This design comes from an exercise in tuning for a short achievable clock period and few clock cycles on the open sky130 flow, not from production work. Where RTL was checked, it was by simulation tests only, not by an equivalence proof against the original. No functional check of the RTL was part of runs 5 and 6. No activity file was given, so power comes from the tool's default toggle rates.

File: flow/standard.sh
#!/bin/bash
# synth_recipe.tcl (not shown) runs the flow's synth.tcl, then flattens the netlist and writes it again
# the make line also repeats each setting of config.mk as NAME=value (left out here)
make -C /OpenROAD-flow-scripts/flow DESIGN_CONFIG=/design/flow/config.mk WORK_HOME=/design/flow/orfs CLKGATE_MAP_FILE= SYNTH_SCRIPT=/design/flow/synth_recipe.tcl "${@:-finish}"
File: flow/config.mk
export PLATFORM = sky130hd
export DESIGN_NAME = simproc
export DESIGN_NICKNAME = simproc
export VERILOG_FILES = /design/flow/design.v
export SDC_FILE = /design/flow/constraint.sdc
export NUM_CORES = 4
export LEC_CHECK = 0
export ABC_CLOCK_PERIOD_IN_PS = 2800
export CAP_MARGIN = 20
export CORE_MARGIN = 2
export CORE_UTILIZATION = 65
export SLEW_MARGIN = 20
export SYNTH_HIERARCHICAL = 1
File: flow/design.v
module simproc (
    input  logic            clk,
    input  logic            rst,
    output logic    [7:0]   mem_din,
    output logic    [7:0]   mem_addr,
    output logic            mem_we,
    input  logic    [7:0]   mem_dout,
    input  logic    [7:0]   pc_set_val,
    input  logic            pc_set_wr,
    input  logic            run,
    output logic    [7:0]   pc_val,
    output logic            halt,
    output logic            done
);
    logic [7:0] r0, r1, r2, r3;
    logic       n_flag, z_flag;
    logic [7:0] maddr;       
    logic [7:0] pc_q;        
    logic [7:0] fpc;         
    logic       v;           
    logic       halt_q;
    logic       we_q;
    logic [7:0] op_a, op_b, op_0;    
    logic e_ls, e_ld;                    
    logic e_add, e_sub, e_nand, e_ori;
    logic e_shl, e_shr;
    logic e_alu;                         
    logic [1:0] e_sh;                    
    logic [4:0] e_imm;                   
    logic [1:0] e_w;                     
    logic [7:0] b_eff, sum, res_sh, res;
    always_comb begin
        b_eff  = op_b ^ {8{e_sub}};
        sum    = op_a + b_eff + {7'b0, e_sub};
        res_sh = e_shl ? (op_a << e_sh) : (op_a >> e_sh);
        res    = ({8{e_add | e_sub}} & sum)
               | ({8{e_nand}} & ~(op_a & op_b))
               | ({8{e_shl | e_shr}} & res_sh)
               | ({8{e_ori}} & (op_0 | {3'b000, e_imm}));
    end
    logic z_add, z_sub, z_nand, z_sh, z_ori, z_res;
    always_comb begin
        z_add  = ((op_a ^ op_b) == {op_a[6:0] | op_b[6:0], 1'b0});
        z_sub  = (op_a == op_b);
        z_nand = ((op_a & op_b) == 8'hFF);
        z_sh   = (res_sh == 8'h00);
        z_ori  = ((op_0 | {3'b000, e_imm}) == 8'h00);
        z_res  = (e_add & z_add) | (e_sub & z_sub) | (e_nand & z_nand)
               | ((e_shl | e_shr) & z_sh) | (e_ori & z_ori);
    end
    logic e_flags, e_busy, e_load;
    logic [3:0] e_wr;
    assign e_flags = v & e_alu;
    assign e_busy  = v & e_ls;
    assign e_load  = v & e_ld;
    assign e_wr    = {4{e_flags}} & (4'b0001 << e_w);
    logic [7:0] r0_f, r1_f, r2_f, r3_f;
    logic       n_f, z_f;
    always_comb begin
        r0_f = e_wr[0] ? res : r0;
        r1_f = e_wr[1] ? res : r1;
        r2_f = e_wr[2] ? res : r2;
        r3_f = e_wr[3] ? res : r3;
        n_f  = e_flags ? res[7] : n_flag;
        z_f  = e_flags ? z_res : z_flag;
    end
    logic [7:0] i;
    logic [3:0] f_op;
    logic f_load, f_store, f_ls, f_bnz, f_bpz, f_bz, f_jmp, f_add, f_sub, f_nand, f_shift, f_ori;
    always_comb begin
        i       = mem_dout;
        f_op    = i[3:0];
        f_load  = (f_op == 4'b0000);
        f_store = (f_op == 4'b0010);
        f_ls    = (f_op[3:2] == 2'b00) & ~f_op[0];
        f_bnz   = (f_op == 4'b1001);
        f_bpz   = (f_op == 4'b0101);
        f_bz    = (f_op == 4'b1010);
        f_jmp   = (f_op == 4'b0001);
        f_add   = (f_op == 4'b0100);
        f_sub   = (f_op == 4'b0110);
        f_nand  = (f_op == 4'b1000);
        f_shift = (f_op[2:0] == 3'b011);
        f_ori   = (f_op[2:0] == 3'b111);
    end
    function automatic logic [7:0] rsel(input logic [1:0] s, input logic [7:0] a0,
                                        input logic [7:0] a1, input logic [7:0] a2,
                                        input logic [7:0] a3);
        case (s)
            2'd0: rsel = a0;
            2'd1: rsel = a1;
            2'd2: rsel = a2;
            default: rsel = a3;
        endcase
    endfunction
    logic [7:0] f_a, f_b;
    assign f_a = rsel(i[7:6], r0_f, r1_f, r2_f, r3_f);
    assign f_b = rsel(i[5:4], r0_f, r1_f, r2_f, r3_f);
    logic f_taken;
    assign f_taken = f_jmp | (f_bnz & ~z_f) | (f_bz & z_f) | (f_bpz & ~n_f);
    logic [7:0] seq;
    logic [127:0] cand;
    assign seq = maddr + 8'd1;
    always_comb
        for (int k = 0; k < 16; k++)
            cand[8*k +: 8] = seq + {{4{k[3]}}, k[3:0]};
    logic [7:0] tgt;
    addr_mux16 TGT (.cand(cand), .sel(i[7:4]), .y(tgt));
    logic fetch;
    assign fetch = run & ~pc_set_wr & ~rst & ~e_busy;
    logic [7:0] hold;
    always_comb begin
        if (rst)             hold = 8'h00;
        else if (pc_set_wr)  hold = pc_set_val;
        else if (e_busy)     hold = fpc;
        else                 hold = maddr;
    end
    logic       s_tgt, s_ls;
    logic [7:0] other, maddr_d;
    always_comb begin
        s_tgt = fetch & f_taken;
        s_ls  = fetch & f_ls;
        other = fetch ? seq : hold;
    end
    addr_sel SEL (.s_tgt(s_tgt), .tgt(tgt), .s_ls(s_ls), .ls(f_b), .other(other), .y(maddr_d));
    assign mem_addr = maddr;
    assign pc_val   = pc_q;
    assign mem_din  = op_a;
    assign mem_we   = we_q;
    assign done     = v;
    assign halt     = halt_q;
    always_ff @(posedge clk) begin
        if (rst) begin
            r0 <= 8'h00; r1 <= 8'h00; r2 <= 8'h00; r3 <= 8'h00;
            n_flag <= 1'b0; z_flag <= 1'b0;
        end else begin
            if (e_load) begin
                case (e_w)
                    2'd0: r0 <= mem_dout;
                    2'd1: r1 <= mem_dout;
                    2'd2: r2 <= mem_dout;
                    default: r3 <= mem_dout;
                endcase
            end else begin
                r0 <= r0_f;
                r1 <= r1_f;
                r2 <= r2_f;
                r3 <= r3_f;
            end
            n_flag <= n_f;
            z_flag <= z_f;
        end
    end
    always_ff @(posedge clk) begin
        if (rst) begin
            v      <= 1'b0;
            halt_q <= 1'b1;
            we_q   <= 1'b0;
            pc_q   <= 8'h00;
        end else begin
            v      <= fetch;
            halt_q <= ~run;
            we_q   <= fetch & f_store;
            if (pc_set_wr || !run)
                pc_q <= hold;
        end
    end
    always_ff @(posedge clk) begin
        maddr  <= maddr_d;
        op_a   <= f_a;
        op_b   <= f_b;
        op_0   <= r0_f;
        e_ls   <= f_ls;
        e_ld   <= f_load;
        e_add  <= f_add;
        e_sub  <= f_sub;
        e_nand <= f_nand;
        e_ori  <= f_ori;
        e_shl  <= f_shift & i[5];
        e_shr  <= f_shift & ~i[5];
        e_alu  <= f_add | f_sub | f_nand | f_shift | f_ori;
        e_sh   <= i[4:3];
        e_imm  <= i[7:3];
        e_w    <= f_ori ? 2'd0 : i[7:6];
        if (!e_busy)
            fpc <= seq;
    end
endmodule
module addr_mux16 (
    input  logic [127:0] cand,
    input  logic [3:0]   sel,
    output logic [7:0]   y
);
    assign y = cand[8*sel +: 8];
endmodule
module addr_sel (
    input  logic       s_tgt,
    input  logic [7:0] tgt,
    input  logic       s_ls,
    input  logic [7:0] ls,
    input  logic [7:0] other,
    output logic [7:0] y
);
    assign y = s_tgt ? tgt : (s_ls ? ls : other);
endmodule
File: flow/constraint.sdc
create_clock -name core_clock -period 10.0 [get_ports {clk}]
set_input_delay 2.0000 -clock core_clock [delete_from_list [all_inputs] [get_ports {clk}]]
set_output_delay 2.0000 -clock core_clock [all_outputs]
set_load 0.01 [all_outputs]
File: flow/flow/run.sh
#!/bin/bash
set -o pipefail
bash standard.sh SETUP_SLACK_MARGIN=7.2 MATCH_CELL_FOOTPRINT=0 finish > standard.log 2>&1
==> results.txt, run 1 <==
- Cell Pwr Density: 117 nW/um^2
- Final Max Tran Viols: 0
- Setup TNS: 0 ns
- Crit path max fanout: 8
- Clock Tree Root: clkbuf_16
- GRT Util Overall: 0.412
- Xor-xnor portion of the synthesized cell area: 0.0952
- Drt wl/cell: 22.3 um
- Post-synthesis cell type count: 69
- Crit path time final: ~3.1 ns
- Layout Nets: 1,127
- TritonCTS buffer count: 9
- DIE HEIGHT: 117 um
- CTS Sinks: 101
- PnR worst setup slack: slightly below 7 ns
- CTS tree: yes
- Total Power: 1.22 mW
- Detailed-route via count: around 8.3k
- Remaining Overflow, GRT: 0
- Area delta synth->final: 26.1%
- Clock Power Share: 0.299
- DRT Pass-1 Iters: 5
- Internal power: a little over 800 uW
- Crit end category: flip-flop
- Finished Layout Cells: 1,247
- Via-per-instance ratio: around 6.6
- Port Buffers: 46
- Clk buf depth: 2
- Element type at the critical path start: flip-flop
- Die area: around 14,000 um^2
- Critical Path RT: roughly 10 ns
- Compound-Gate Fraction of Synth Area: 0.164
- Dpl hpwl: 16,700 um
- Post-Synth Simple-Gate Area: 0.192
- Post-CTS Hold Buffers: 0
- Critical path type: reg -> reg
- Largest family of logic cells by synthesized area: simple AND/OR/NAND/NOR gates
- Max_cap viols: 0
- Post-route ant nets: 0
- Largest net degree at the start of global routing: 56
- Pre-CTS WS: 5.16 ns
- Ys flop type: dfxtp_1
- Comb pwr share: 0.339
- Clock Skews: 0.00961 ns
- Fraction of the yosys area taken by sequential cells: 0.254
- Initial Util: 0.662
- Slew @ Worst Pin: slightly below 0.8 ns
- Fillers: 780
- Syn Inst Count: 991
- Synth warn: 7
- Syn_nets: 1,048
- I/O pin count: 47
- Number of global-route vias before repair: 7,898
- Worst-path clk slew: 0.07 ns
- Final GP Congestion: 0.987
- Initial antenna violation count: 0
- WL final: 27,800 um
- Sw Pwr: between 300 and 400 uW
- Synth Area in Adders: 0.0568
- Ranking of synthesized cells by area: dfxtp_1 (22%), mux4_2 (7.3%), xnor2_1 (6.2%)
- Number of remaining DRC errors: 0
- Cell with the most instances after synthesis: nand2_1
- Post-synthesis mux area share: 0.175
- Inst Count DP: 1,151
- Syn Std Cell Area: 8280 um^2
- First-pass GRT wire length: 42,700 um
- RSZ-0062 raised after global routing: true
- Layout cells sized above 1: 0.283
- Hold Violations, Final: 0
- Post-synth EDFFs: 8
- Core area: roughly 13,000 um^2
- Sequential share of power: 0.361
- Core Rows: between 40 and 50
- Crit path arrival time: 3.42 ns
- Synth top area share: 0.225
- Post-synth ARST share: 0
- Fin crit share: 0.313
- Final setup violation count: 0
- Ant. Diodes: 0
- Leak Pwr: 4.10 nW
- Drt initial violations: 966
- F_max: 319 MHz
- Outcome: timing/DRC/antenna clean
- Die Wd: approximately 120 um
- HP Class: reg -> reg
- Post-synth top cells: nand2_1 (107), nor2_1 (105), dfxtp_1 (93), xnor2_1 (59)
- Sw frac: 0.322
- H-tree Lvls: 3
- FF+latch count, synth: 101
- Slew headroom: 0.474
- Cell taking the most area after synthesis: dfxtp_1
- Avg Cell Area, Syn: between 8 and 9 um^2
- Clock insertion delay at the later pin of the skew report: about 0.35 ns
- Peak VDD IR: 0.0929 mV
-- per-module statistics from Yosys (local to each module, per instance) --
module / copies in the design / area, um^2 / cells inside / flip-flops and latches
simproc: 1 / 7080 / 895 / 101
addr_mux16: 1 / 1030 / 70 / 0
addr_sel: 1 / 173 / 26 / 0
-- state kept, by name (all words and copies together) (netlist names), 2 cells and up --
name,count
pc_q,8
maddr,8
r1,8
op_0,8
fpc,8
e_imm,5
r2,8
op_a,8
r0,8
e_w,2
op_b,8
r3,8
-- cell usage in the layout (no fill, tap or decap), drive strengths merged, types with 26 or more instances in the layout --
| cell type | Yosys | final |
|---|---|---|
| nand3 | 35 | 35 |
| dfxtp | 93 | 93 |
| a21oi | 50 | 50 |
| buf | 22 | 119 |
| nor2 | 106 | 106 |
| mux4 | 41 | 41 |
| nor2b | 26 | 26 |
| ha | 36 | 36 |
| o21ai | 66 | 66 |
| mux2i | 39 | 39 |
| xnor2 | 59 | 59 |
| inv | 42 | 41 |
| xor2 | 31 | 31 |
| nand2 | 107 | 107 |
-- cell type report --
class	instances	area [um^2]	share of cell area
multi-input cells	774	6030	0.578
flip-flops and latches	101	2190	0.210
repair buffers	141	1520	0.146
clock buffers	11	253	0.0242
well taps	172	215	0.0206
inverters	43	173	0.0165
clock inverters	5	56.3	0.00539
-- critical path: stages (launching register included) --
cell	delay [ns]
dfxtp_4	0.41
xor2_1	0.18
ha_1	0.28
a21o_1	0.25
a2111oi_4	0.35
a21oi_2	0.11
mux2i_2	0.19
nor2_2	0.15
a21oi_1	0.08
or4b_4	0.55
a21oi_4	0.21
clkbuf_16	0.20
nand2_2	0.04
o21ai_1	0.06
-- power groups by stage --
stage	sequential [mW]	clock, mW	combinational, mW
floorplan	0.445	0	0.251
global placement	0.453	0	0.312
detailed placement	0.453	0	0.323
CTS	0.440	0.366	0.391
global route	0.443	0.383	0.442
finish	0.442	0.366	0.415
-- layer usage --
| layer | up-vias | part of all wire | track usage |
|---|---|---|---|
| met5 | - | 0 | 0 |
| met4 | 0 | 0.066 | 0.257 |
| met3 | 155 | 0.088 | 0.0829 |
| met2 | 511 | 0.48 | 0.681 |
| met1 | 3928 | 0.36 | 0.495 |
| li1 | 3691 | - | - |
-- cell families (layout without fill, tap and decap cells) --
kind of cell | after synthesis | count (layout)
AO/OA/AOI/OAI | 216 | 216
XOR/XNOR | 90 | 90
adder cells (fa/ha/maj) | 37 | 37
buffers and inverters | 116 | 200
flip-flops | 101 | 101
multiplexers | 87 | 87
AND/OR/NAND/NOR | 344 | 344
-- repair_timing --
action	in CTS	in global routing
buffers inserted	55	15
endpoints found under the setup margin	106	50
cloned	10	0
resized for setup	281	40
pin swaps	30	7
-- worst paths after layout --
check | startpoint | end | slack, ns | cells past startpoint
worst max-delay path | e_sub | maddr[1] | 6.87 | 13
worst min-delay path | r3[0] | r3[0] | 0.49 | 2
worst max register to register | e_sub | maddr[1] | 6.87 | 13
worst min register to register | r3[0] | r3[0] | 0.49 | 2
-- metrics by stage --
| step | util | hold WS (ns) | cell area (um^2) |
|---|---|---|---|
| 6_report | 0.834 | 0.490 | 10400 |
| 5_1_grt | 0.834 | 0.510 | 10400 |
| 4_1_cts | 0.813 | 0.490 | 10200 |
| 3_5_place_dp | 0.698 | 0.479 | 8730 |
| 3_3_place_gp | 0.698 | 0.470 | 8730 |
| 2_1_floorplan | - | 0.459 | 8360 |
Testbench counts, summed over its fixed seeds: cycles 59,725.
==> run 2: changes to the inputs <==
--- a/flow/config.mk
+++ b/flow/config.mk
@@ -8,6 +8,7 @@
 export ABC_CLOCK_PERIOD_IN_PS = 2800
 export CAP_MARGIN = 20
 export CORE_MARGIN = 2
-export CORE_UTILIZATION = 65
+export CORE_UTILIZATION = 45
+export PLACE_DENSITY = 0.75
 export SLEW_MARGIN = 20
 export SYNTH_HIERARCHICAL = 1
==> run 2 against run 1 <==
  * Largest power group unchanged
  * Critical path type unchanged
  * Core utilization fell by 27 points
  * Still clean
  * Clock skew rose by 0.0010 ns
  * Combinational power fell by 5%
  * Largest cell class unchanged
  * Global-route usage fell by 15 points
==> results.txt, run 2 <==
- Final GP Congestion: 0.896 (-9.2%)
- Post-route ant nets: 0 (unchanged)
- Layout cells sized above 1: 0.266 (-0.0163)
- Ranking of synthesized cells by area: dfxtp_1 (22%), mux4_2 (7.3%), xnor2_1 (6.2%)
- Syn Std Cell Area: 8280 um^2 (unchanged)
- FF-to-FF Start: e_sub
- Crit path arrival time: 3.32 ns (-0.10 ns)
- Clock Tree Root: clkbuf_16
- PnR worst setup slack: 6.96 ns (+0.0983 ns)
- Clock insertion delay at the later pin of the skew report: 0.36 ns (about the same)
- Detailed-route via count: 7,961 (-3.9%)
- I/O pin count: 47 (unchanged)
- Final setup violation count: 0 (unchanged)
- Hold Path Origin: r3[2]
- Slew @ Worst Pin: 0.795 ns (+0.00725 ns)
- Cell taking the most area after synthesis: dfxtp_1
- Outcome: timing/DRC/antenna clean
- Syn_nets: 1,048 (unchanged)
- Final Max Tran Viols: 0 (unchanged)
- Post-layout util: 0.567 (-0.268)
- Remaining Overflow, GRT: 0 (unchanged)
- Area delta synth->final: 23.3%
- Ys flop type: dfxtp_1
- Crit end category: flip-flop
- Hold Path Cell Cnt: 2 (unchanged)
- Crit path time final: 3.04 ns (-0.0983 ns)
- Commonest non-fill, non-tap cells in the layout: nand2_1 (100), nor2_1 (98), buf_4 (63)
- Slew headroom: 0.469 (-0.00540)
- Synth top area share: 0.225 (unchanged)
- Max_cap viols: 0 (unchanged)
- Syn Inst Count: 991 (unchanged)
- Worst R2R End: maddr[3]
- Die area: 19,500 um^2 (+43%)
- Worst-path clk slew: 0.07 ns (about the same)
- Core Rows: 49 (+20%)
- WHS Endpoint: r3[2]
- Initial antenna violation count: 1 (+1)
- Avg Cell Area, Syn: 8.36 um^2 (unchanged)
- Critical path launch point: e_sub
- Clock Skews: 0.0106 ns (+0.00103 ns)
- H-tree Lvls: 3 (unchanged)
- Setup TNS: 0 ns (unchanged)
- DIE HEIGHT: 140 um (+19%)
- Post-synthesis cell type count: 69 (unchanged)
- Critical path type: reg -> reg
- Cell Pwr Density: 115 nW/um^2 (-1.8%)
- Leak Pwr: 3.94 nW (-3.8%)
- Hold Violations, Final: 0 (unchanged)
- GRT Util Overall: 0.260 (-0.153)
- Worst Reg-to-Reg Cells: 13 (unchanged)
- Worst R2R Setup Slack: 6.96 ns (+0.10 ns)
- RSZ-0062 raised after global routing: true
- CTS Sinks: 101 (unchanged)
- Ant. Diodes: 0 (unchanged)
- Drt initial violations: 777 (-20%)
- Drt wl/cell: 20.0 um (-10%)
- Core area: 18,000 um^2 (+44%)
- F_max: 329 MHz (+3.2%)
- HP Class: reg -> reg
- Post-synth ARST share: 0 (unchanged)
- Layout Nets: 1,114 (-1.2%)
- First-pass GRT wire length: 40,800 um (-4.3%)
- Fillers: 1,541 (+98%)
- CTS tree: yes
- Fraction of the yosys area taken by sequential cells: 0.254 (unchanged)
- TritonCTS buffer count: 9 (unchanged)
- Number of global-route vias before repair: 7,564 (-4.2%)
- Number of remaining DRC errors: 0 (unchanged)
- Synth warn: 7 (unchanged)
- Crit path max fanout: 7 (-1)
- Fin crit share: 0.304 (-0.00983)
- Post-synth top cells: nand2_1 (107), nor2_1 (105), dfxtp_1 (93), xnor2_1 (59)
- Peak VDD IR: 0.0962 mV (+3.5%)
- FF+latch count, synth: 101 (unchanged)
- Pre-CTS WS: 5.21 ns (+0.0451 ns)
- Die Wd: 140 um (+19%)
- Most common cell after layout, fill and taps aside: nand2_1
- Via-per-instance ratio: 6.17 (-7.2%)
- WL final: 25,900 um (-7.0%)
- Post-CTS Hold Buffers: 0 (unchanged)
- Element type at the critical path start: flip-flop
- Largest net degree at the start of global routing: 56 (unchanged)
- Initial Util: 0.460 (-0.202)
- DRT Pass-1 Iters: 5 (unchanged)
- Port Buffers: 46 (unchanged)
- Clk buf depth: 2 (unchanged)
- Post-synth EDFFs: 8 (unchanged)
- Critical Path RT: 10.28 ns (about the same)
- Dpl hpwl: 16,200 um (-3.5%)
- Cell with the most instances after synthesis: nand2_1
-- run 2: cell counts after synthesis --
No cell type changed its count.
-- run 2: logic make-up after synthesis --
family / count (synthesis) / share of synthesized area
simple gates: 344 / 0.192
mux: 87 / 0.175
flops: 101 / 0.254
fa+ha+maj: 37 / 0.0568
xor+xnor: 90 / 0.0952
compound gates: 216 / 0.164
buf+inv: 116 / 0.0628
-- run 2: worst max-delay path: stages, from the launching register on --
cell and delay (ns):
dfxtp_4 0.38, xor2_1 0.15, ha_1 0.31, a21o_1 0.21, a2111oi_4 0.30, a21oi_2 0.11, mux2i_2 0.18, nor2_2 0.22
a21oi_2 0.09, or4b_4 0.51, a21oi_4 0.22, buf_6 0.16, nand2_1 0.06, o21ai_1 0.07
-- run 2: cell type report --
cell class	instances	area, um^2	share of cell area
Clock buffer	11	233	0.0228
Clock inverter	5	42.5	0.00416
Inverter	43	176	0.0173
Multi-Input combinational cell	774	5990	0.587
Sequential cell	101	2190	0.214
Tap cell	229	287	0.0280
Timing Repair Buffer	128	1290	0.127
-- run 2: routing by layer --
metal	global-route usage	wire [um]	up-vias	part of all wire
li1	-	-	3665	-
met1	0.336	10400	3731	0.40
met2	0.427	12200	472	0.47
met3	0.0489	2150	93	0.083
met4	0.107	1090	0	0.042
met5	0	0	-	0
-- run 2: worst max path at each step --
stage	slack (ns)	to	cells past startpoint
after global routing	6.87	maddr[5]	13
final	6.96	maddr[3]	13
after global placement	5.29	maddr[5]	6
after CTS	7.03	mem_addr[0]	2
after detailed placement	5.21	maddr[5]	6
after floorplan	6.65	maddr[0]	11
-- run 2: Yosys stat by module (local to each module, per instance) --
module	copies in the design	cells	area, um^2	flip-flops and latches
addr_sel	1	26	173	0
simproc	1	895	7080	101
addr_mux16	1	70	1030	0
-- run 2: repair_timing --
action / in CTS / in global routing
pin swaps: 26 / 11
endpoints found under the setup margin: 107 / 49
hold endpoints to repair: 0 / 0
buffers inserted: 48 / 12
gates cloned: 10 / 0
gates resized for setup: 280 / 32
-- run 2: stage by stage --
stage                     cells  total power, mW  hold slack (ns)  area (um^2)
after floorplan             991            0.696            0.459         8360
after global placement     1205            0.768            0.475         8780
after detailed placement   1205            0.774            0.476         8780
after CTS                  1279             1.15            0.491        10000
after global routing       1291             1.22            0.513        10200
final                      1291             1.17            0.493        10200
-- run 2: report_power, final --
part           leakage (nW)  switching (mW)  total [mW]  internal (mW)
Combinational          2.94           0.206       0.396          0.190
Sequential            0.868          0.0198       0.441          0.421
Clock                 0.136           0.164       0.337          0.173
==> run 3: changes to the inputs <==
--- a/flow/config.mk
+++ b/flow/config.mk
@@ -9,6 +9,5 @@
 export CAP_MARGIN = 20
 export CORE_MARGIN = 2
 export CORE_UTILIZATION = 45
-export PLACE_DENSITY = 0.75
 export SLEW_MARGIN = 20
 export SYNTH_HIERARCHICAL = 1
==> run 3 against run 2 <==
  * Register-to-register slack is essentially flat
  * Clock skew shrank 0.0030 ns
  * Sequential power is essentially flat
  * Non-clock buffer count shrank 6
  * Largest cell class unchanged
  * Sequential share of layout area is essentially flat
  * Hold slack lost 0.0033 ns
  * Critical endpoint is now maddr[5]
==> results.txt, run 3 <==
- Outcome: timing/DRC/antenna clean
- Final GP Congestion: 0.887 (-1.0%)
- HP Class: reg -> reg
- Commonest non-fill, non-tap cells in the layout: nand2_1 (103), nor2_1 (101), dfxtp_1 (60)
- Final setup violation count: 0 (unchanged)
- Clock Tree Root: clkbuf_16
- Drt initial violations: 731 (-5.9%)
- Most common cell after layout, fill and taps aside: nand2_1
- Number of global-route vias before repair: 7,298 (-3.5%)
- Syn Inst Count: 991 (unchanged)
- Setup TNS: 0 ns (unchanged)
- Clock insertion delay at the later pin of the skew report: 0.34 ns (-0.02 ns)
- Number of remaining DRC errors: 0 (unchanged)
- Die area: 19,500 um^2 (unchanged)
- Via-per-instance ratio: 5.94 (-3.7%)
- Slew @ Worst Pin: 0.769 ns (-0.0263 ns)
- Element type at the critical path start: input pin
- Dpl hpwl: 17,300 um (+7.1%)
- Final Max Tran Viols: 0 (unchanged)
- Largest net degree at the start of global routing: 56 (unchanged)
- Syn_nets: 1,048 (unchanged)
- Ranking of synthesized cells by area: dfxtp_1 (22%), mux4_2 (7.3%), xnor2_1 (6.2%)
- Clk buf depth: 2 (unchanged)
- Port Buffers: 46 (unchanged)
- Crit end category: flip-flop
- Remaining Overflow, GRT: 0 (unchanged)
- Synth warn: 7 (unchanged)
- First-pass GRT wire length: 41,400 um (+1.4%)
- H-tree Lvls: 3 (unchanged)
- Top Family by Delay on Critical Path: multiplexers
- CTS tree: yes
- Worst-path clk slew: 0.07 ns (about the same)
- Max_cap viols: 0 (unchanged)
- Critical Path RT: 10.23 ns (-0.05 ns)
- Post-synth EDFFs: 8 (unchanged)
- Layout Nets: 1,108 (-0.54%)
- Crit path time final: 3.07 ns (+0.0306 ns)
- Crit-path cells: buf_12, clkbuf_16, mux4_2, a22oi_1, nand2_1, nand2_4, o21ai_2
- Fraction of the yosys area taken by sequential cells: 0.254 (unchanged)
- Post-synthesis cell type count: 69 (unchanged)
- Drt wl/cell: 20.6 um (+2.6%)
- Core Rows: 49 (unchanged)
- RSZ-0062 raised after global routing: true
- Cell with the most instances after synthesis: nand2_1
- Cell taking the most area after synthesis: dfxtp_1
- CP max-delay cell: mux4_2
- Post-CTS Hold Buffers: 0 (unchanged)
- Core area: 18,000 um^2 (unchanged)
- Fillers: 1,713 (+11%)
- Post-route cell area: 10,200 um^2 (-0.15%)
- CP Buf/Inv Count: 2 (+1)
- CP peak stage delay: 0.53 ns (+0.02 ns)
- Synth top area share: 0.225 (unchanged)
- Post-synth ARST share: 0 (unchanged)
- Initial Util: 0.460 (unchanged)
- Hold Violations, Final: 0 (unchanged)
- Syn Std Cell Area: 8280 um^2 (unchanged)
- Fin crit share: 0.307 (+0.00306)
- DP Area: 8800 um^2 (+0.17%)
- Crit path max fanout: 7 (unchanged)
- Multi-input logic area: 6040 um^2 (+0.71%)
- Detailed-route via count: 7,628 (-4.2%)
- Peak VDD IR: 0.0794 mV (-17%)
- DIE HEIGHT: 140 um (unchanged)
- DRT Pass-1 Iters: 5 (unchanged)
- Ant. Diodes: 0 (unchanged)
- Post-route ant nets: 0 (unchanged)
- Leak Pwr: 3.94 nW (about the same)
- Critical path type: in -> reg
- Ys flop type: dfxtp_1
- Cell Pwr Density: 116 nW/um^2 (+0.78%)
- GRT Util Overall: 0.270 (+0.0101)
- I/O pin count: 47 (unchanged)
- Post-synth top cells: nand2_1 (107), nor2_1 (105), dfxtp_1 (93), xnor2_1 (59)
- CTS Sinks: 101 (unchanged)
- Area delta synth->final: 23.1%
- PnR worst setup slack: 6.93 ns (-0.0306 ns)
- Avg Cell Area, Syn: 8.36 um^2 (unchanged)
- Die Wd: 140 um (unchanged)
- F_max: 326 MHz (-1.0%)
- Storage cell area: 2190 um^2 (unchanged)
- Clock Skews: 0.00768 ns (-0.00296 ns)
- Layout cells sized above 1: 0.269 (+0.00272)
- Pre-CTS WS: 5.13 ns (-0.0749 ns)
- FF+latch count, synth: 101 (unchanged)
- Crit path arrival time: 3.30 ns (-0.02 ns)
- Slew headroom: 0.487 (+0.0181)
- WL final: 26,400 um (+2.1%)
- Initial antenna violation count: 0 (-1)
- TritonCTS buffer count: 9 (unchanged)
==> run 3: cell counts after synthesis <==
Identical to the previous run, type by type.
==> run 3: layout make-up <==
cell class	count	area share
clock inverter	5	0.00589
inverter	43	0.0169
tap	229	0.0281
sequential	101	0.215
multi-input combinational	774	0.592
clock buffer	10	0.0224
timing repair buffer	122	0.120
==> run 3: cells by family (layout without fill, tap and decap cells) <==
| kind of cell | after synthesis | after routing | share of synthesized area |
|---|---|---|---|
| muxes | 87 | 87 | 0.175 |
| and+or+nand+nor | 344 | 344 | 0.192 |
| adders and majority gates | 37 | 37 | 0.0568 |
| AOI/OAI and AO/OA | 216 | 216 | 0.164 |
| xor gates and xnor gates | 90 | 90 | 0.0952 |
| DFF | 101 | 101 | 0.254 |
| buffers and inverters | 116 | 180 | 0.0628 |
==> run 3: where the power goes <==
group	switching (mW)	internal, mW
Combinational	0.205	0.188
Clock	0.153	0.194
Sequential	0.0206	0.422
==> run 3: stage by stage <==
| stage | utilization | total power, mW | hold WS [ns] | std cells |
|---|---|---|---|---|
| finish | 0.566 | 1.18 | 0.490 | 1284 |
| global route | 0.566 | 1.24 | 0.512 | 1284 |
| CTS | 0.552 | 1.17 | 0.481 | 1276 |
| detailed placement | 0.488 | 0.782 | 0.475 | 1207 |
| global placement | 0.488 | 0.779 | 0.469 | 1207 |
| floorplan | - | 0.696 | 0.459 | 991 |
==> run 3: per-module statistics from Yosys, one instance, submodules excluded <==
module	flip-flops and latches	times used	area, um^2	cells
addr_sel	0	1	173	26
addr_mux16	0	1	1030	70
simproc	101	1	7080	895
==> run 3: worst min-delay path: cells and delay by family, from the launching register on <==
| kind | cells | cell delay [ns] |
|---|---|---|
| DFF | 1 | 0.31 |
| and+or+nand+nor | 1 | 0.05 |
| AOI/OAI and AO/OA | 1 | 0.08 |
==> run 3: worst paths after layout <==
path	slack [ns]	to	cells past startpoint	start
setup / recovery	6.93	maddr[5]	7	mem_dout[4]
hold / removal	0.49	r3[3]	2	r3[3]
setup reg to reg	6.95	maddr[7]	13	e_sub
hold reg to reg	0.49	r3[3]	2	r3[3]
==> run 3: repair_timing <==
action / CTS / global route
gates resized for setup: 268 / 49
setup endpoints to repair: 111 / 52
cloned: 7 / 0
pin swaps: 24 / 15
buffers inserted: 47 / 8
==> run 3: layer usage <==
metal,GRT usage,wire length [um]
met5,0,0
met4,0.0879,776
met3,0.0403,1650
met2,0.446,12700
met1,0.363,11300
==> run 4: changes to the inputs <==
--- a/flow/config.mk
+++ b/flow/config.mk
@@ -6,8 +6,8 @@
 export NUM_CORES = 4
 export LEC_CHECK = 0
 export ABC_CLOCK_PERIOD_IN_PS = 2800
-export CAP_MARGIN = 20
+export CAP_MARGIN = 50
 export CORE_MARGIN = 2
 export CORE_UTILIZATION = 45
-export SLEW_MARGIN = 20
+export SLEW_MARGIN = 50
 export SYNTH_HIERARCHICAL = 1
==> run 4 against run 3 <==
  * Sequential share of layout area shrank 0.091 points
  * Fmax down 1.6%
  * Combinational power is 2% lower
  * Hold slack got worse by 0.0023 ns
  * Synthesized area unchanged
  * First-iteration DRC count decreased by 3.6%
  * Sequential power barely moved
  * Global-route usage is 0.16 points higher
  * Cell count barely moved
  * Clock skew is 0.0020 ns lower
  * Synthesized cell count is the same
  * Routed wire length increased by 1.3%
  * Largest power group unchanged
==> results.txt, run 4 <==
- Outcome: timing/DRC/antenna clean
- Fraction of the yosys area taken by sequential cells: 0.254 (unchanged)
- Synth warn: 7 (unchanged)
- Fin crit share: 0.312 (+0.00510)
- Layout Nets: 1,109 (+0.090%)
- Syn_nets: 1,048 (unchanged)
- Via-per-instance ratio: 6.01 (+1.1%)
- Ys flop type: dfxtp_1
- DIE HEIGHT: 140 um (unchanged)
- Ant. Diodes: 0 (unchanged)
- CP max-delay cell: or4b_4
- CTS Sinks: 101 (unchanged)
- Syn Std Cell Area: 8280 um^2 (unchanged)
- Largest family of logic cells by synthesized area: simple AND/OR/NAND/NOR gates
- Compound-Gate Fraction of Synth Area: 0.164 (unchanged)
- I/O pin count: 47 (unchanged)
- Worst-path clk slew: 0.07 ns (about the same)
- Number of global-route vias before repair: 7,396 (+1.3%)
- Largest net degree at the start of global routing: 56 (unchanged)
- Post-synth top cells: nand2_1 (107), nor2_1 (105), dfxtp_1 (93), xnor2_1 (59)
- Detailed-route via count: 7,721 (+1.2%)
- Drt wl/cell: 20.8 um (+1.2%)
- DRT Pass-1 Iters: 5 (unchanged)
- Crit end category: flip-flop
- Drt initial violations: 705 (-3.6%)
- Finished Layout Cells: 1,285 (+0.078%)
- Dpl hpwl: 17,400 um (+0.34%)
- Synth Area in Adders: 0.0568 (unchanged)
- PnR worst setup slack: 6.88 ns (-0.0510 ns)
- Clock insertion delay at the later pin of the skew report: 0.34 ns (about the same)
- WL final: 26,800 um (+1.3%)
- Port Buffers: 46 (unchanged)
- Fillers: 1,697 (-0.93%)
- F_max: 321 MHz (-1.6%)
- Final setup violation count: 0 (unchanged)
- Final Max Tran Viols: 0 (unchanged)
- Die area: 19,500 um^2 (unchanged)
- Synth top area share: 0.225 (unchanged)
- Clock Power Share: 0.283 (-0.010)
- HP Class: reg -> reg
- CP peak stage delay: 0.52 ns (about the same)
- Cell Pwr Density: 113 nW/um^2 (-2.4%)
- Cell with the most instances after synthesis: nand2_1
- Final GP Congestion: 0.887 (unchanged)
- Setup TNS: 0 ns (unchanged)
- GRT Util Overall: 0.271 (+0.00156)
- FF+latch count, synth: 101 (unchanged)
- Slew @ Worst Pin: 0.625 ns (-0.143 ns)
- Post-Synth Simple-Gate Area: 0.192 (unchanged)
- Initial Util: 0.460 (unchanged)
- Post-synth EDFFs: 8 (unchanged)
- Element type at the critical path start: flip-flop
- Clk buf depth: 2 (unchanged)
- Syn Inst Count: 991 (unchanged)
- Core Rows: 49 (unchanged)
- Clock Skews: 0.00567 ns (-0.00201 ns)
- Initial antenna violation count: 0 (unchanged)
- Inst Count DP: 1,208 (+0.083%)
- Cell taking the most area after synthesis: dfxtp_1
- Post-synthesis mux area share: 0.175 (unchanged)
- Internal power: 775 uW (-3.5%)
- Leak Pwr: 3.93 nW (-0.39%)
- Peak VDD IR: 0.111 mV (+40%)
- Slew headroom: 0.582 (+0.0948)
- Post-synthesis cell type count: 69 (unchanged)
- Avg Cell Area, Syn: 8.36 um^2 (unchanged)
- Xor-xnor portion of the synthesized cell area: 0.0952 (unchanged)
- TritonCTS buffer count: 9 (unchanged)
- Most common cell after layout, fill and taps aside: nand2_1
- Crit path arrival time: 3.38 ns (+0.08 ns)
- Post-route cell area: 10,200 um^2 (+0.20%)
- Pre-CTS WS: 5.50 ns (+0.369 ns)
- Crit path max fanout: 7 (unchanged)
- Clock Tree Root: clkbuf_16
- RSZ-0062 raised after global routing: true
- Comb pwr share: 0.333 (about the same)
- Commonest non-fill, non-tap cells in the layout: nand2_1 (106), nor2_1 (100), dfxtp_1 (60)
- Core area: 18,000 um^2 (unchanged)
- Post-synth ARST share: 0 (unchanged)
- Crit-path cells: xor2_4, ha_4, a21o_1, a2111oi_4, a21oi_2, mux2i_2, nor2_2, a21oi_1, or4b_4, a21oi_4, clkbuf_16, nand2_1, o21ai_1
- Number of remaining DRC errors: 0 (unchanged)
- Post-route ant nets: 0 (unchanged)
- Area delta synth->final: 23.4%
- Top Family by Delay on Critical Path: compound AO/OA/AOI/OAI gates
- CTS tree: yes
- Sequential share of power: 0.384 (+0.010)
- DP Area: 8830 um^2 (+0.41%)
- Crit path time final: 3.12 ns (+0.0510 ns)
- Max_cap viols: 0 (unchanged)
- H-tree Lvls: 3 (unchanged)
- Die Wd: 140 um (unchanged)
- Multi-input logic area: 6030 um^2 (about the same)
- Layout cells sized above 1: 0.264 (-0.00499)
- Storage cell area: 2190 um^2 (-0.23%)
- First-pass GRT wire length: 41,800 um (+0.86%)
- Sw Pwr: 380 uW (+0.30%)
- Ranking of synthesized cells by area: dfxtp_1 (22%), mux4_2 (7.3%), xnor2_1 (6.2%)
- Sw frac: 0.329 (+0.00838)
- CP Buf/Inv Count: 1 (-1)
- Remaining Overflow, GRT: 0 (unchanged)
- Critical Path RT: 10.27 ns (+0.04 ns)
- Critical path type: reg -> reg
- Hold Violations, Final: 0 (unchanged)
run 4: layer usage:
layer  vias to the layer above  GRT usage  share of wire
met5                         -          0              0
met4                         0     0.0968          0.029
met3                        51     0.0454          0.058
met1                      3753      0.366           0.43
met2                       266      0.440           0.48
li1                       3651          -              -
run 4: modules after synthesis, one instance, submodules excluded:
| module | copies in the design | flops+latches | cells | area [um^2] |
|---|---|---|---|---|
| simproc | 1 | 101 | 895 | 7080 |
| addr_sel | 1 | 0 | 26 | 173 |
| addr_mux16 | 1 | 0 | 70 | 1030 |
run 4: kinds of logic after synthesis:
| family | Yosys count |
|---|---|
| mux | 87 |
| buf+inv | 116 |
| compound gates | 216 |
| simple gates | 344 |
| fa+ha+maj | 37 |
| flops | 101 |
| xor+xnor | 90 |
run 4: power by group through the flow:
stage / logic (mW) / registers, mW / clock network (mW)
6_report: 0.385 / 0.443 / 0.328
5_1_grt: 0.417 / 0.445 / 0.348
4_1_cts: 0.376 / 0.442 / 0.333
3_5_place_dp: 0.328 / 0.455 / 0
3_3_place_gp: 0.324 / 0.455 / 0
2_1_floorplan: 0.251 / 0.445 / 0
run 4: final cells by class:
type                    instances  share of cell area
multi-input cells             774               0.590
flip-flops and latches        101               0.214
repair buffers                123               0.124
well taps                     229              0.0280
clock buffers                  11              0.0228
inverters                      43              0.0173
clock inverters                 4             0.00331
run 4: path summary, 6_finish.rpt:
check	startpoint	end	slack, ns	cells after the start
worst max-delay path	e_sub	maddr[0]	6.88	13
worst min-delay path	pc_q[7]	pc_q[7]	0.49	2
worst max register to register	e_sub	maddr[0]	6.88	13
worst min register to register	pc_q[7]	pc_q[7]	0.49	2
run 4: timing repair:
action | 4_1_cts | 5_1_grt
cloned | 7 | 1
resized for setup | 256 | 42
setup endpoints to repair | 109 | 54
buffers inserted | 45 | 9
pin swaps | 19 | 11
hold buffers | 0 | 0
run 4: worst register-to-register path, stage by stage, from the launching register on:
cell,delay (ns)
dfxtp_4,0.40
xor2_4,0.20
ha_4,0.25
a21o_1,0.20
a2111oi_4,0.32
a21oi_2,0.13
mux2i_2,0.20
nor2_2,0.19
a21oi_1,0.09
or4b_4,0.52
a21oi_4,0.24
clkbuf_16,0.18
nand2_1,0.05
o21ai_1,0.08
run 4: through the flow:
step,hold slack [ns],utilization,power (mW)
finish,0.488,0.567,1.16
global route,0.512,0.567,1.21
CTS,0.490,0.554,1.15
detailed placement,0.475,0.490,0.783
global placement,0.469,0.488,0.779
floorplan,0.459,-,0.696
==> run 5: changes to the inputs <==
--- a/flow/design.v
+++ b/flow/design.v
@@ -20,7 +20,7 @@
     logic       v;           
     logic       halt_q;
     logic       we_q;
-    logic [7:0] op_a, op_b, op_0;    
+    logic [7:0] op_a, op_bx, op_0;   
     logic e_ls, e_ld;                    
     logic e_add, e_sub, e_nand, e_ori;
     logic e_shl, e_shr;
@@ -28,21 +28,20 @@
     logic [1:0] e_sh;                    
     logic [4:0] e_imm;                   
     logic [1:0] e_w;                     
-    logic [7:0] b_eff, sum, res_sh, res;
-    always_comb begin
-        b_eff  = op_b ^ {8{e_sub}};
-        sum    = op_a + b_eff + {7'b0, e_sub};
+    logic [7:0] sum, res_sh, res;
+    always_comb begin
+        sum    = op_a + op_bx + {7'b0, e_sub};
         res_sh = e_shl ? (op_a << e_sh) : (op_a >> e_sh);
         res    = ({8{e_add | e_sub}} & sum)
-               | ({8{e_nand}} & ~(op_a & op_b))
+               | ({8{e_nand}} & ~(op_a & op_bx))
                | ({8{e_shl | e_shr}} & res_sh)
                | ({8{e_ori}} & (op_0 | {3'b000, e_imm}));
     end
     logic z_add, z_sub, z_nand, z_sh, z_ori, z_res;
     always_comb begin
-        z_add  = ((op_a ^ op_b) == {op_a[6:0] | op_b[6:0], 1'b0});
-        z_sub  = (op_a == op_b);
-        z_nand = ((op_a & op_b) == 8'hFF);
+        z_add  = ((op_a ^ op_bx) == {op_a[6:0] | op_bx[6:0], e_sub});
+        z_sub  = z_add;
+        z_nand = ((op_a & op_bx) == 8'hFF);
         z_sh   = (res_sh == 8'h00);
         z_ori  = ((op_0 | {3'b000, e_imm}) == 8'h00);
         z_res  = (e_add & z_add) | (e_sub & z_sub) | (e_nand & z_nand)
@@ -93,9 +92,12 @@
             default: rsel = a3;
         endcase
     endfunction
+    logic       hit_a, hit_b;
     logic [7:0] f_a, f_b;
-    assign f_a = rsel(i[7:6], r0_f, r1_f, r2_f, r3_f);
-    assign f_b = rsel(i[5:4], r0_f, r1_f, r2_f, r3_f);
+    assign hit_a = e_flags & (e_w == i[7:6]);
+    assign hit_b = e_flags & (e_w == i[5:4]);
+    assign f_a = hit_a ? res : rsel(i[7:6], r0, r1, r2, r3);
+    assign f_b = hit_b ? res : rsel(i[5:4], r0, r1, r2, r3);
     logic f_taken;
     assign f_taken = f_jmp | (f_bnz & ~z_f) | (f_bz & z_f) | (f_bpz & ~n_f);
     logic [7:0] seq;
@@ -168,7 +170,7 @@
     always_ff @(posedge clk) begin
         maddr  <= maddr_d;
         op_a   <= f_a;
-        op_b   <= f_b;
+        op_bx  <= f_b ^ {8{f_sub}};
         op_0   <= r0_f;
         e_ls   <= f_ls;
         e_ld   <= f_load;
--- a/flow/config.mk
+++ b/flow/config.mk
@@ -6,8 +6,8 @@
 export NUM_CORES = 4
 export LEC_CHECK = 0
 export ABC_CLOCK_PERIOD_IN_PS = 2800
-export CAP_MARGIN = 50
+export CAP_MARGIN = 20
 export CORE_MARGIN = 2
 export CORE_UTILIZATION = 45
-export SLEW_MARGIN = 50
+export SLEW_MARGIN = 20
 export SYNTH_HIERARCHICAL = 1
==> run 5 against run 4 <==
  * Still clean on timing, DRC and antenna
  * Synthesized cell count down 9.7%
  * Register-to-register slack better by 0.12 ns
  * Clock skew grew 0.0081 ns
  * Setup slack worse by 0.00052 ns
  * Core utilization up 2.8 points
  * Total power is 6.8% higher
  * Critical path depth shrank 7
  * Clock power increased by about 10%
  * Sequential share of layout area fell by 1.0 points
  * Combinational power rose by 12%
  * Synthesized area fell by 0.62%
  * Final area grew 4.7%
  * Largest cell class unchanged
==> results.txt, run 5 <==
- Sw frac: 0.342 (+0.0125)
- Post-layout util: 0.595 (+0.0285)
- Final GP Congestion: 0.945 (+6.6%)
- Internal power: 813 uW (+4.8%)
- Inst Count DP: 1,115 (-7.7%)
- Synth top area share: 0.226 (+0.00140)
- Finished Layout Cells: 1,220 (-5.1%)
- FF+latch count, synth: 101 (unchanged)
- Drt wl/cell: 23.0 um (+11%)
- Crit end category: flip-flop
- Syn Inst Count: 895 (-9.7%)
- Max_cap viols: 0 (unchanged)
- DRT Pass-1 Iters: 5 (unchanged)
- Avg Cell Area, Syn: 9.20 um^2 (+10%)
- TritonCTS buffer count: 9 (unchanged)
- Remaining Overflow, GRT: 0 (unchanged)
- Area delta synth->final: 29.9%
- Initial Util: 0.458 (-0.00129)
- Setup TNS: 0 ns (unchanged)
- Post-synthesis cell type count: 72 (+4.3%)
- Clock Tree Root: clkbuf_16
- Cell taking the most area after synthesis: dfxtp_1
- Post-synth EDFFs: 8 (unchanged)
- GRT Util Overall: 0.280 (+0.00915)
- Ant. Diodes: 0 (unchanged)
- Post-synth ARST share: 0 (unchanged)
- Critical path type: in -> reg
- Layout cells sized above 1: 0.342 (+0.0779)
- Comb pwr share: 0.349 (+0.016)
- Crit path time final: 3.12 ns (+0.000520 ns)
- Cell Pwr Density: 115 nW/um^2 (+2.0%)
- HP Class: reg -> reg
- Number of remaining DRC errors: 0 (unchanged)
- CTS Sinks: 101 (unchanged)
- Sw Pwr: 421 uW (+11%)
- Ranking of synthesized cells by area: dfxtp_1 (23%), mux4_2 (11%), xnor2_1 (5.6%)
- Number of global-route vias before repair: 7,106 (-3.9%)
- Outcome: timing/DRC/antenna clean
- F_max: 321 MHz (about the same)
- Final Max Tran Viols: 0 (unchanged)
- Port Buffers: 46 (unchanged)
- Slew headroom: 0.407 (-0.174)
- Core Rows: 49 (unchanged)
- Syn_nets: 950 (-9.4%)
- Core area: 18,000 um^2 (-0.34%)
- Peak VDD IR: 0.0781 mV (-30%)
- CTS tree: yes
- Element type at the critical path start: input pin
- I/O pin count: 47 (unchanged)
- Crit path arrival time: 3.36 ns (-0.02 ns)
- Clk buf depth: 2 (unchanged)
- Post-route ant nets: 0 (unchanged)
- Drt initial violations: 682 (-3.3%)
- Largest net degree at the start of global routing: 55 (-1.8%)
- Ys flop type: dfxtp_1
- Detailed-route via count: 7,581 (-1.8%)
- Layout Nets: 1,041 (-6.1%)
- Crit-path cells: buf_12, buf_16, mux4_2, mux2_4, mux2i_2, o21ai_1
- DIE HEIGHT: 139 um (-0.30%)
- FF-to-FF Start: maddr[0]
- Post-synth top cells: nand2_1 (107), dfxtp_1 (93), nor2_1 (53), xnor2_1 (53), clkbuf_1 (40)
- First-pass GRT wire length: 42,500 um (+1.9%)
- Most common cell after layout, fill and taps aside: nand2_1
- Dpl hpwl: 17,100 um (-1.7%)
- Worst-path clk slew: 0.08 ns (about the same)
- Sequential share of power: 0.358 (-0.026)
- Critical path launch point: mem_dout[4]
- Synth warn: 7 (unchanged)
- Fillers: 1,520 (-10%)
- Total Power: 1.23 mW (+6.8%)
- Leak Pwr: 4.24 nW (+8.1%)
- Clock Power Share: 0.292 (+0.009)
- Hold Violations, Final: 0 (unchanged)
- Crit path max fanout: 6 (-1)
- Clock Skews: 0.0138 ns (+0.00815 ns)
- CP max-delay cell: mux4_2
- Cell with the most instances after synthesis: nand2_1
- Fraction of the yosys area taken by sequential cells: 0.255 (+0.00158)
- H-tree Lvls: 3 (unchanged)
- Die Wd: 139 um (-0.30%)
- WL final: 28,100 um (+5.0%)
- Initial antenna violation count: 0 (unchanged)
- Hold Path Origin: r3[1]
- Final setup violation count: 0 (unchanged)
- Fin crit share: 0.312 (about the same)
- Clock insertion delay at the later pin of the skew report: 0.36 ns (+0.02 ns)
- Critical Path RT: 10.24 ns (-0.03 ns)
- CP peak stage delay: 0.51 ns (about the same)
- Die area: 19,400 um^2 (-0.60%)
- Slew @ Worst Pin: 0.889 ns (+0.264 ns)
- Commonest non-fill, non-tap cells in the layout: nand2_1 (102), buf_4 (70), dfxtp_1 (66)
- Post-CTS Hold Buffers: 0 (unchanged)
- Syn Std Cell Area: 8230 um^2 (-0.62%)
- RSZ-0062 raised after global routing: true
- Via-per-instance ratio: 6.21 (+3.4%)
==> run 5: cell types whose count changed in the layout (fill, tap and decap cells not counted), moves of 11 or more <==
cell / delta
nor2_1: -50
nand3_1: -17
nand3b_1: +15
mux2_2: +11
mux2i_1: -15
o21ai_0: -15
a21oi_2: -13
nor2b_1: -14
o21ai_1: -13
a211oi_1: -13
buf_4: +15
==> run 5: cells by family (layout without fill, tap and decap cells) <==
kind of cell	count (synthesis)	in the layout	synth area share
AND/OR/NAND/NOR	283	285	0.168
AO/OA/AOI/OAI	168	168	0.142
flip-flops	101	101	0.255
buffers and inverters	111	205	0.0620
XOR/XNOR	92	92	0.0988
adder cells (fa/ha/maj)	35	35	0.0550
multiplexers	105	105	0.219
==> run 5: final timing paths <==
kind                                  to  slack, ns  depth (start not counted)
worst max-delay path            maddr[3]       6.88                          6
worst min register to register     r3[1]       0.48                          2
worst min-delay path               r3[1]       0.48                          2
worst max register to register  maddr[3]       7.00                         14
==> run 5: repair_timing <==
item	CTS	global route
pin swaps	16	16
resized for setup	254	66
endpoints found under the setup margin	108	68
cloned	10	2
setup buffers	55	22
==> run 5: per-layer routing <==
layer / vias up / track usage / part of all wire
met5: - / 0 / 0
met1: 3725 / 0.423 / 0.45
met4: 0 / 0.0973 / 0.030
met2: 359 / 0.412 / 0.44
li1: 3433 / - / -
met3: 64 / 0.0368 / 0.079
==> run 5: power groups by stage <==
stage	Combinational [mW]	Clock, mW	Sequential (mW)
2_1_floorplan	0.258	0	0.445
3_3_place_gp	0.335	0	0.455
3_5_place_dp	0.337	0	0.455
4_1_cts	0.393	0.364	0.441
5_1_grt	0.456	0.381	0.444
6_report	0.431	0.361	0.442
==> run 5: Yosys stat by module (local to each module, per instance) <==
module / cell area, um^2 / flops+latches
addr_sel: 173 / 0
simproc: 7030 / 101
addr_mux16: 1030 / 0
==> run 5: area by class of cell <==
cell class | count | area, um^2 | share of cell area
Clock buffer | 9 | 225 | 0.0211
Clock inverter | 7 | 91.3 | 0.00854
Inverter | 44 | 185 | 0.0173
Multi-Input combinational cell | 685 | 6210 | 0.581
Sequential cell | 101 | 2180 | 0.203
Tap cell | 229 | 287 | 0.0268
Timing Repair Buffer | 145 | 1520 | 0.142
==> run 5: per-stage QoR <==
step	instance area (um^2)	setup slack (ns)	hold slack, ns
final	10700	6.88	0.476
after floorplan	8390	6.70	0.443
after global routing	10700	6.87	0.508
after global placement	8820	5.57	0.455
after CTS	10200	6.90	0.472
after detailed placement	8820	5.52	0.461
==> run 5: worst max-delay path: cells and delay by family <==
family	cells	cell delay [ns]
mux	3	1.02
buf+inv	2	0.25
compound gates	1	0.08
==> run 6: changes to the inputs <==
--- a/flow/design.v
+++ b/flow/design.v
@@ -20,7 +20,7 @@
     logic       v;           
     logic       halt_q;
     logic       we_q;
-    logic [7:0] op_a, op_bx, op_0;   
+    logic [7:0] op_a, op_b, op_0;    
     logic e_ls, e_ld;                    
     logic e_add, e_sub, e_nand, e_ori;
     logic e_shl, e_shr;
@@ -29,19 +29,19 @@
     logic [4:0] e_imm;                   
     logic [1:0] e_w;                     
     logic [7:0] sum, res_sh, res;
-    always_comb begin
-        sum    = op_a + op_bx + {7'b0, e_sub};
+    add8 ADD (.a(op_a), .b(op_b), .sub(e_sub), .s(sum));
+    always_comb begin
         res_sh = e_shl ? (op_a << e_sh) : (op_a >> e_sh);
         res    = ({8{e_add | e_sub}} & sum)
-               | ({8{e_nand}} & ~(op_a & op_bx))
+               | ({8{e_nand}} & ~(op_a & op_b))
                | ({8{e_shl | e_shr}} & res_sh)
                | ({8{e_ori}} & (op_0 | {3'b000, e_imm}));
     end
     logic z_add, z_sub, z_nand, z_sh, z_ori, z_res;
     always_comb begin
-        z_add  = ((op_a ^ op_bx) == {op_a[6:0] | op_bx[6:0], e_sub});
-        z_sub  = z_add;
-        z_nand = ((op_a & op_bx) == 8'hFF);
+        z_add  = ((op_a ^ op_b) == {op_a[6:0] | op_b[6:0], 1'b0});
+        z_sub  = (op_a == op_b);
+        z_nand = ((op_a & op_b) == 8'hFF);
         z_sh   = (res_sh == 8'h00);
         z_ori  = ((op_0 | {3'b000, e_imm}) == 8'h00);
         z_res  = (e_add & z_add) | (e_sub & z_sub) | (e_nand & z_nand)
@@ -92,12 +92,9 @@
             default: rsel = a3;
         endcase
     endfunction
-    logic       hit_a, hit_b;
     logic [7:0] f_a, f_b;
-    assign hit_a = e_flags & (e_w == i[7:6]);
-    assign hit_b = e_flags & (e_w == i[5:4]);
-    assign f_a = hit_a ? res : rsel(i[7:6], r0, r1, r2, r3);
-    assign f_b = hit_b ? res : rsel(i[5:4], r0, r1, r2, r3);
+    assign f_a = rsel(i[7:6], r0_f, r1_f, r2_f, r3_f);
+    assign f_b = rsel(i[5:4], r0_f, r1_f, r2_f, r3_f);
     logic f_taken;
     assign f_taken = f_jmp | (f_bnz & ~z_f) | (f_bz & z_f) | (f_bpz & ~n_f);
     logic [7:0] seq;
@@ -170,7 +167,7 @@
     always_ff @(posedge clk) begin
         maddr  <= maddr_d;
         op_a   <= f_a;
-        op_bx  <= f_b ^ {8{f_sub}};
+        op_b   <= f_b;
         op_0   <= r0_f;
         e_ls   <= f_ls;
         e_ld   <= f_load;
@@ -205,3 +202,40 @@
 );
     assign y = s_tgt ? tgt : (s_ls ? ls : other);
 endmodule
+module add8 (
+    input  logic [7:0] a, b,
+    input  logic       sub,
+    output logic [7:0] s
+);
+    logic [7:0] p, g, c;
+    add8_pg  PG (.a(a), .b(b), .sub(sub), .p(p), .g(g));
+    add8_cla CL (.p(p), .g(g), .cin(sub), .c(c));
+    add8_sum SM (.p(p), .c(c), .s(s));
+endmodule
+module add8_pg (
+    input  logic [7:0] a, b,
+    input  logic       sub,
+    output logic [7:0] p, g
+);
+    logic [7:0] bx;
+    assign bx = b ^ {8{sub}};
+    assign p  = a ^ bx;
+    assign g  = a & bx;
+endmodule
+module add8_cla (
+    input  logic [7:0] p, g,
+    input  logic       cin,
+    output logic [7:0] c
+);
+    always_comb begin
+        c[0] = cin;
+        for (int k = 1; k < 8; k++)
+            c[k] = g[k-1] | (p[k-1] & c[k-1]);
+    end
+endmodule
+module add8_sum (
+    input  logic [7:0] p, c,
+    output logic [7:0] s
+);
+    assign s = p ^ c;
+endmodule
==> run 6 against run 5 <==
  * Still clean on timing, DRC and antenna
  * Non-clock buffer count grew 9
  * Routed wire length up 1.9%
  * Flip-flop and latch count unchanged
  * Core utilization shrank 0.53 points
  * Critical endpoint is now maddr[6]
  * Largest power group unchanged
==> results.txt, run 6 <==
- Max_cap viols: 0 (unchanged)
- Worst R2R Setup Slack: 6.56 ns (-0.44 ns)
- Slew headroom: 0.383 (-0.0249)
- Critical path type: reg -> reg
- Dpl hpwl: 17,400 um (+2.0%)
- Avg Cell Area, Syn: 8.75 um^2 (-4.8%)
- WL final: 28,700 um (+1.9%)
- Synth warn: 8 (+1)
- Drt initial violations: 892 (+31%)
- Clk buf depth: 2 (unchanged)
- Pre-CTS WS: 5.58 ns (+0.0620 ns)
- Final GP Congestion: 0.893 (-5.5%)
- Met3 WL post-DR: 2450 um (+11%)
- Drt wl/cell: 22.4 um (-2.7%)
- Ant. Diodes: 0 (unchanged)
- Post-synthesis cell type count: 68 (-5.6%)
- PnR worst setup slack: 6.56 ns (-0.320 ns)
- Port Buffers: 46 (unchanged)
- HP Class: reg -> reg
- Critical path launch point: e_sub
- Syn_nets: 1,013 (+6.6%)
- H-tree Lvls: 3 (unchanged)
- Most common cell after layout, fill and taps aside: nor2_1
- Outcome: timing/DRC/antenna clean
- Final Max Tran Viols: 0 (unchanged)
- Commonest non-fill, non-tap cells in the layout: nor2_1 (90), nand2_1 (82), buf_4 (77)
- Clock insertion delay at the later pin of the skew report: 0.36 ns (about the same)
- Fin Hold WS: 0.486 ns (+0.0104 ns)
- Post-CTS Hold Buffers: 0 (unchanged)
- Worst-path clk slew: 0.08 ns (about the same)
- F_max: 291 MHz (-9.3%)
- Hold Violations, Final: 0 (unchanged)
- Fraction of the yosys area taken by sequential cells: 0.252 (-0.00310)
- Die area: 19,600 um^2 (+1.2%)
- Fin crit share: 0.344 (+0.0320)
- FF-to-FF Start: e_sub
- Clock Tree Root: clkbuf_16
- Cell taking the most area after synthesis: dfxtp_1
- DIE HEIGHT: 140 um (+0.60%)
- Syn Inst Count: 952 (+6.4%)
- FF+latch count, synth: 101 (unchanged)
- Number of global-route vias before repair: 7,385 (+3.9%)
- Ys flop type: dfxtp_1
- Post-route ant nets: 0 (unchanged)
- Via-per-instance ratio: 6.09 (-2.0%)
- Hold Path Origin: r3[2]
- Post-synth ARST share: 0 (unchanged)
- Synth top area share: 0.223 (-0.00275)
- Crit end category: flip-flop
- GRT Util Overall: 0.285 (+0.00425)
- Area delta synth->final: 28.1%
- Syn Std Cell Area: 8330 um^2 (+1.2%)
- Number of remaining DRC errors: 0 (unchanged)
- Post-synth top cells: nor2_1 (98), dfxtp_1 (93), nand2_1 (89), xnor2_1 (54), inv_1 (47)
- Initial antenna violation count: 0 (unchanged)
- Element type at the critical path start: flip-flop
- Cell Pwr Density: 115 nW/um^2 (-0.14%)
- TritonCTS buffer count: 9 (unchanged)
- Crit path arrival time: 3.69 ns (+0.33 ns)
- Ranking of synthesized cells by area: dfxtp_1 (22%), mux4_2 (8.1%), ha_1 (6.2%)
- Max layer used: met4
- Detailed-route via count: 7,784 (+2.7%)
- Peak VDD IR: 0.0935 mV (+20%)
- Largest net degree at the start of global routing: 48 (-13%)
- DRT Pass-1 Iters: 18 (+13)
- RSZ-0062 raised after global routing: true
- CTS tree: yes
- Final setup violation count: 0 (unchanged)
- Remaining Overflow, GRT: 0 (unchanged)
- Slew @ Worst Pin: 0.921 ns (+0.0323 ns)
- Clock Skews: 0.0137 ns (-0.000157 ns)
- Cell with the most instances after synthesis: nor2_1
- Core Rows: 49 (unchanged)
- Critical Path RT: 10.25 ns (about the same)
- Crit path max fanout: 7 (+1)
- Setup TNS: 0 ns (unchanged)
- Post-synth EDFFs: 8 (unchanged)
- First-pass GRT wire length: 43,100 um (+1.3%)
- Initial Util: 0.461 (+0.00250)
- Core area: 18,100 um^2 (+0.68%)
- Met1 WL: 12,900 um (+2.3%)
- Leak Pwr: 4.28 nW (+0.95%)
- CTS Sinks: 101 (unchanged)
- Layout Nets: 1,105 (+6.1%)
- Met2 WL: 12,500 um (+0.27%)
- Layout cells sized above 1: 0.320 (-0.0218)
- Crit path time final: 3.44 ns (+0.320 ns)
- Die Wd: 140 um (+0.60%)
- I/O pin count: 47 (unchanged)
==> run 6: logic make-up after synthesis <==
group / Yosys count / synth area share
mux: 97 / 0.191
xor+xnor: 93 / 0.0986
buf+inv: 125 / 0.0676
compound gates: 190 / 0.156
flops: 101 / 0.252
fa+ha+maj: 41 / 0.0616
simple gates: 305 / 0.173
==> run 6: path summary, 6_finish.rpt <==
path / end / cells after the start
setup / recovery: maddr[6] / 14
setup reg to reg: maddr[6] / 14
hold reg to reg: r3[2] / 2
hold / removal: r3[2] / 2
==> run 6: layout make-up <==
type / instances / area (um^2)
well taps: 229 / 287
clock inverters: 7 / 78.8
inverters: 51 / 205
clock buffers: 9 / 225
fillers: 1561 / 7410
repair buffers: 154 / 1520
flip-flops and latches: 101 / 2180
multi-input cells: 727 / 6170
==> run 6: timing repair <==
item,in CTS,in global routing
cloned,8,4
setup buffers,53,29
pin swaps,21,35
gates resized for setup,225,76
endpoints found under the setup margin,106,81
==> run 6: routing by layer <==
layer  global-route usage  vias to the layer above
met5                    0                        -
met4               0.0994                        0
met3               0.0615                       56
met2                0.414                      392
met1                0.418                     3735
li1                     -                     3601
==> run 6: modules after synthesis, one instance, submodules excluded, a selection <==
module / flip-flops and latches / times used / cells inside / area [um^2]
add8_sum: 0 / 1 / 8 / 70.1
addr_sel: 0 / 1 / 26 / 173
add8_pg: 0 / 1 / 17 / 181
simproc: 101 / 1 / 814 / 6760
addr_mux16: 0 / 1 / 70 / 1030
add8_cla: 0 / 1 / 17 / 118
==> run 6: power by group <==
part	total, mW	internal (mW)	leakage, nW	switching (mW)
logic	0.418	0.199	3.26	0.219
registers	0.443	0.423	0.864	0.0198
clock network	0.369	0.199	0.153	0.170
==> run 6: stage by stage <==
stage | util | cell area, um^2 | instances | power, mW
2_1_floorplan | - | 8430 | 952 | 0.708
3_3_place_gp | 0.491 | 8880 | 1168 | 0.796
3_5_place_dp | 0.491 | 8880 | 1168 | 0.799
4_1_cts | 0.558 | 10100 | 1245 | 1.21
5_1_grt | 0.590 | 10700 | 1278 | 1.28
6_report | 0.590 | 10700 | 1278 | 1.23
==> run 6: critical path: stages (launching register included) <==
cell and delay (ns):
dfxtp_4 0.39, xor2_1 0.17, ha_1 0.33, a211oi_2 0.23
o21a_2 0.22, buf_4 0.14, o21bai_4 0.05, xor2_1 0.16
a221o_1 0.37, a31oi_4 0.19, buf_12 0.14, a21oi_2 0.06
mux4_2 0.58, mux2i_2 0.22, o21ai_1 0.08

-- re-timing with driven ports --
In the flow no input, the clock included, has a driving cell. The finished layouts below were timed again as built, in two steps. Step 1: set_driving_cell puts a clkbuf_16 on clk and a buf_2 on each other input, an assumption about the parent block. Step 2 moves the port delays by t, midway between the first and last clock arrival at a register: inputs arrive t later, outputs are due t later. That takes back most of the time a late clock gives input paths. a / b / c = ideal / step 1 / step 2; a / b = the first two.
run	t, ns	setup slack, ns	worst data-port slew with drivers (ns)
run 1	0.387	6.865 / 6.865 / 6.496	0.08
run 2	0.388	6.963 / 6.960 / 6.572	0.06
run 3	0.384	6.933 / 6.916 / 6.532	0.06
run 4	0.384	6.882 / 6.882 / 6.548	0.06
run 5	0.387	6.881 / 6.859 / 6.472	0.06
run 6	0.401	6.561 / 6.561 / 6.231	0.06
After both steps setup and hold are still met in every run listed. For run 5, which loses most, drivers alone change the setup slack by -0.022 ns; drivers and shift together by -0.409 ns.
